Source: an optimization exercise on an open RTL-to-GDS flow (aim: small area and a short achievable clock period). Production flows keep margins and buffers that such runs may drop.
RTL that was checked went through simulation tests only; none was proved equivalent to the original.

==> flow/design.v (excerpt) <==
module Float8Mac16_3stage #(
    parameter int unsigned N_WAY  = 16,
    parameter int unsigned PADBIT = 10
)(
    input  logic               clk,
    input  logic               rst_n,
    input  logic [8*N_WAY-1:0] din_X,
    input  logic [8*N_WAY-1:0] din_W,
    input  logic               din_valid,
    output logic [15:0]        dout,
    output logic               dout_valid
);
For scale: about 280 I/O pins, about 49000 um2 of cells after synthesis.
Settings: LEC_CHECK=0, ABC_AREA=1, CAP_MARGIN=20, CORE_MARGIN=2, CORE_UTILIZATION=60, PLACE_DENSITY=0.75, SLEW_MARGIN=20, BUFFER_PORTS_ARGS=-buffer_cell sky130_fd_sc_hd__buf_2; clock period 44.0 ns.
standard.sh (not shown) runs the stock make flow with config.mk's settings and CLKGATE_MAP_FILE= SYNTH_SCRIPT=/design/flow/synth_recipe.tcl, a recipe that flattens the netlist after the stock synthesis.
==> flow/flow/run.sh <==
#!/bin/bash
# The standard layout, with the port buffers made of sky130_fd_sc_hd__buf_2
# instead of the cell buffer_ports picks by default (clkdlybuf4s50_1, a delay cell).
set -euo pipefail
echo 'export BUFFER_PORTS_ARGS = -buffer_cell sky130_fd_sc_hd__buf_2' >> config.mk
bash standard.sh > flow.log 2>&1
==> next run, changes <==
--- a/flow/design.v
+++ b/flow/design.v
@@ -67,13 +67,13 @@
             assign pa[K] = {c33, s33, s32, s31, s30, s20, s10, pp0[0]};
             wire [1:0] lx = hx ? 2'd3 : fx[2] ? 2'd2 : fx[1] ? 2'd1 : 2'd0;
             wire [1:0] lw = hw ? 2'd3 : fw[2] ? 2'd2 : fw[1] ? 2'd1 : 2'd0;
             wire [2:0] l  = {1'b0, lx} + {1'b0, lw};
             wire       nz = (hx | (|fx)) & (hw | (|fw));
             assign ga[K] = nz ? ({1'b0, ea[K]} + {3'b0, l}) : 6'd0;
-            assign ca[K] = pa[K][l + 3'd1];
+            assign ca[K] = |(pa[K][7:1] & {1'b1, l <= 3'd5, l <= 3'd4, l <= 3'd3, l <= 3'd2, l <= 3'd1, l == 3'd0});
         end
     endgenerate
     logic [5:0] mq;
     logic       minc;
     always_comb begin
         logic [N_WAY-1:0] cand;
@@ -82,43 +82,43 @@
             mq[b] = 1'b0;
             for (int k = 0; k < N_WAY; k = k + 1) mq[b] = mq[b] | (cand[k] & ga[k][b]);
             for (int k = 0; k < N_WAY; k = k + 1) cand[k] = cand[k] & (ga[k][b] | ~mq[b]);
         end
         minc = |(cand & ca);
     end
-    logic [5:0] mx;
-    assign mx = mq + {5'd0, minc};
     logic [6:0] cma;
-    assign cma = 7'd24 - {1'b0, mx};
+    assign cma = 7'd23 - {1'b0, mq};
     logic [4:0] na, na_m;
     always_comb begin
         na = 5'd0;
         for (int k = 0; k < N_WAY; k = k + 1) na = na + {4'd0, sa[k]};
         na_m = -na;
     end
     logic [7:0] pb [N_WAY-1:0];
     logic [4:0] eb [N_WAY-1:0];
     logic [4:0] nneg, nneg_m;
     logic [6:0] cm;
+    logic       mi;
     logic [N_WAY-1:0] sb;
     logic [5:0] mb;
     always_ff @(posedge clk) begin
         for (int i = 0; i < N_WAY; i = i + 1) begin
             pb[i] <= pa[i];
             eb[i] <= ea[i];
         end
         sb <= sa;
-        mb <= mx;
+        mb <= mq;
+        mi <= minc;
         cm <= cma;
         nneg   <= na;
         nneg_m <= na_m;
     end
     logic [17:0] r [N_WAY-1:0];
     generate
         for (K = 0; K < N_WAY; K = K + 1) begin : gen_align
-            wire [6:0]  t  = {2'b0, eb[K]} + cm;
+            wire [6:0]  t  = {2'b0, eb[K]} + cm + {6'd0, ~mi};
             wire [7:0]  q  = t[6] ? 8'd0 : pb[K];
             wire [8:0]  s0 = t[0] ? {q, 1'b0}   : {1'b0, q};
             wire [10:0] s1 = t[1] ? {s0, 2'b0}  : {2'b0, s0};
             wire [14:0] s2 = t[2] ? {s1, 4'b0}  : {4'b0, s1};
             wire [22:0] s3 = t[3] ? {s2, 8'b0}  : {8'b0, s2};
             wire [38:0] s4 = t[4] ? {s3, 16'b0} : {16'b0, s3};
@@ -1221,13 +1221,13 @@
     wire [22:0] va = {1'b0, tsc546, tsc544, tsc542, tsc540, tsc538, tsc536, tsc534, tsc532, tsc530, tsc528, tsc526, tsc524, tsc522, tsc520, tsc518, tsc516, tsc514, tsc512, tsc510, tsc508, tsc506, tss505};
     logic [22:0] uc, vc;
     logic [5:0]  mc;
     always_ff @(posedge clk) begin
         uc <= ua;
         vc <= va;
-        mc <= mb;
+        mc <= mb + {5'd0, mi};
     end
     logic [22:0] sum_c;
     logic        sgn;
     logic [21:0] mag, nrm;
     logic [4:0]  lead;
     logic [14:0] em;
Area after synthesis goes down slightly.
Routed wire length fell by a few percent.
Via count decreases slightly.
Worst setup slack loses 15 ps.

========
== old ==
Another version of the RTL of Float8Mac16_3stage (not shown whole).
// Float8Mac16_3stage
module Float8Mac16_3stage #(
    parameter int unsigned N_WAY  = 16,
    parameter int unsigned PADBIT = 10
)(
    input  logic               clk,
    input  logic               rst_n,
    input  logic [8*N_WAY-1:0] din_X,
    input  logic [8*N_WAY-1:0] din_W,
    input  logic               din_valid,
    output logic [15:0]        dout,
    output logic               dout_valid
);
    logic [3:0] vld;
    always_ff @(posedge clk or negedge rst_n) begin
        if (!rst_n) vld <= 4'd0;
        else        vld <= {vld[2:0], din_valid};
    end
    assign dout_valid = vld[3];
    logic [8*N_WAY-1:0] xq, wq;
    always_ff @(posedge clk) begin
        xq <= din_X;
        wq <= din_W;
    end
    logic [7:0] pa [N_WAY-1:0];
    logic [4:0] ea [N_WAY-1:0];
    logic [5:0] ga [N_WAY-1:0];
    logic [N_WAY-1:0] sa;
    genvar K;
    generate
        for (K = 0; K < N_WAY; K = K + 1) begin : gen_front
            wire [3:0] ex = xq[8*K+6:8*K+3];
            wire [3:0] ew = wq[8*K+6:8*K+3];
            wire [2:0] fx = xq[8*K+2:8*K];
            wire [2:0] fw = wq[8*K+2:8*K];
            wire       hx = |ex;
            wire       hw = |ew;
            assign pa[K] = {hx, fx} * {hw, fw};
            assign ea[K] = {1'b0, ex[3:1], ex[0] | ~hx} + {1'b0, ew[3:1], ew[0] | ~hw};
            assign sa[K] = xq[8*K+7] ^ wq[8*K+7];
            logic [1:0] lx, lw;
            logic [2:0] ax, aw;
  ...
export LEC_CHECK = 0
export CAP_MARGIN = 20
export CORE_MARGIN = 2
export CORE_UTILIZATION = 40
export PLACE_DENSITY = 0.6
export SLEW_MARGIN = 20
create_clock -name core_clock -period 44.0 [get_ports {clk}]
run.sh (not shown) runs the stock make flow with config.mk's settings and CLKGATE_MAP_FILE= SYNTH_SCRIPT=/design/flow/synth_recipe.tcl, a recipe that flattens the netlist after the stock synthesis.
Stock flow here: none of the scripts above is used.
What new does differently from old at the input level:
--- a/flow/design.v
+++ b/flow/design.v
@@ -65,51 +65,48 @@
             for (int k = 0; k < N_WAY; k = k + 1) mx[b] = mx[b] | (cand[k] & ga[k][b]);
             for (int k = 0; k < N_WAY; k = k + 1) cand[k] = cand[k] & (ga[k][b] | ~mx[b]);
         end
     end
     logic [6:0] cm;
     assign cm = 7'd24 - {1'b0, mx};
     logic [6:0] ta [N_WAY-1:0];
     always_comb for (int i = 0; i < N_WAY; i = i + 1) ta[i] = {2'b0, ea[i]} + cm;
-    logic [4:0] na, na_m;
-    always_comb begin
-        na = 5'd0;
-        for (int k = 0; k < N_WAY; k = k + 1) na = na + {4'd0, sa[k]};
-        na_m = -na;
-    end
     logic [7:0] pb [N_WAY-1:0];
     logic [4:0] tb [N_WAY-1:0];
-    logic [4:0] nneg, nneg_m;
     logic [N_WAY-1:0] kb, sb;
     logic [5:0] mb;
     always_ff @(posedge clk) begin
         for (int i = 0; i < N_WAY; i = i + 1) begin
             pb[i] <= pa[i];
             tb[i] <= ta[i][4:0];
             kb[i] <= ta[i][6];
         end
         sb <= sa;
         mb <= mx;
-        nneg   <= na;
-        nneg_m <= na_m;
     end
     logic [17:0] r [N_WAY-1:0];
     generate
         for (K = 0; K < N_WAY; K = K + 1) begin : gen_align
             wire [4:0]  t  = tb[K];
             wire [7:0]  q  = kb[K] ? 8'd0 : pb[K];
             wire [8:0]  s0 = t[0] ? {q, 1'b0}   : {1'b0, q};
             wire [10:0] s1 = t[1] ? {s0, 2'b0}  : {2'b0, s0};
             wire [14:0] s2 = t[2] ? {s1, 4'b0}  : {4'b0, s1};
             wire [22:0] s3 = t[3] ? {s2, 8'b0}  : {8'b0, s2};
             wire [38:0] s4 = t[4] ? {s3, 16'b0} : {16'b0, s3};
             assign r[K] = s4[24:7] ^ {18{sb[K]}};
         end
     endgenerate
+    logic [4:0] nneg, nneg_m;
+    always_comb begin
+        nneg = 5'd0;
+        for (int k = 0; k < N_WAY; k = k + 1) nneg = nneg + {4'd0, sb[k]};
+        nneg_m = -nneg;
+    end
     wire tss1;
     wire tsc2;
     wire tss3;
     wire tsc4;
     wire tss5;
     wire tsc6;
     wire tss7;
     wire tsc8;
Results
new completed end to end with timing, DRC and antenna clean.
Compared with old, new shows a higher worst slack on hold paths.
Looking at synthesized cell count, new sits above old.
old vs new, critical path startpoint: xq[124]$_DFF_P_ vs xq[76]$_DFF_P_
Summary of the comparison: total area of multi-input combinational cells is higher in new, relative to old.
From old to new the numbers moved as follows: number of hold violations in the final report neither gained nor lost much, flip-flop and latch share of the layout cell area lost 0.28 points, synthesized area neither gained nor lost much, buffering overhead neither gained nor lost much, final-stage net count neither gained nor lost much.
Between new and old, the final cell area excluding filler cells does not differ in any meaningful way.
Re clock buffer count: old and new aren't equal, and the lower value belongs to new.
No functional check of the RTL was part of any run of this note.

port drivers added, routing unchanged:
The results above use ideal ports. As a check the final layouts listed here were re-extracted and re-timed, cells and wires unchanged.
Step 1: set_driving_cell puts a clkbuf_16 on clk and a buf_2 on each other input, an assumption about the parent block.
Step 2 adds t to the input delays and takes it off the output delays; t is the mean of the earliest and latest rising clock arrival at the registers after step 1. Input paths then give back, and output paths get back, about the clock's delay inside the block.
a / b / c = ideal ports / drivers / drivers and shift; a / b = the first two.
run	t, ns	setup slack, ns	worst setup path at the end	clock arrival spread, ns	pins driven straight from the clock port
the first run of note 1	0.704	34.071 / 33.998 / 33.717	input to register	0.032 / 0.032	1
the second run of note 1	0.725	34.056 / 33.985 / 33.875	input to register	0.029 / 0.028	1
old	0.762	32.220 / 32.220 / 32.220	register to register	0.049 / 0.049	1
new	0.752	32.088 / 32.088 / 32.088	register to register	0.049 / 0.049	1
After both steps every run listed still meets setup and hold. The setup slack of the first run of note 1, which loses most, moves by -0.073 ns with the drivers and by -0.354 ns with both steps.
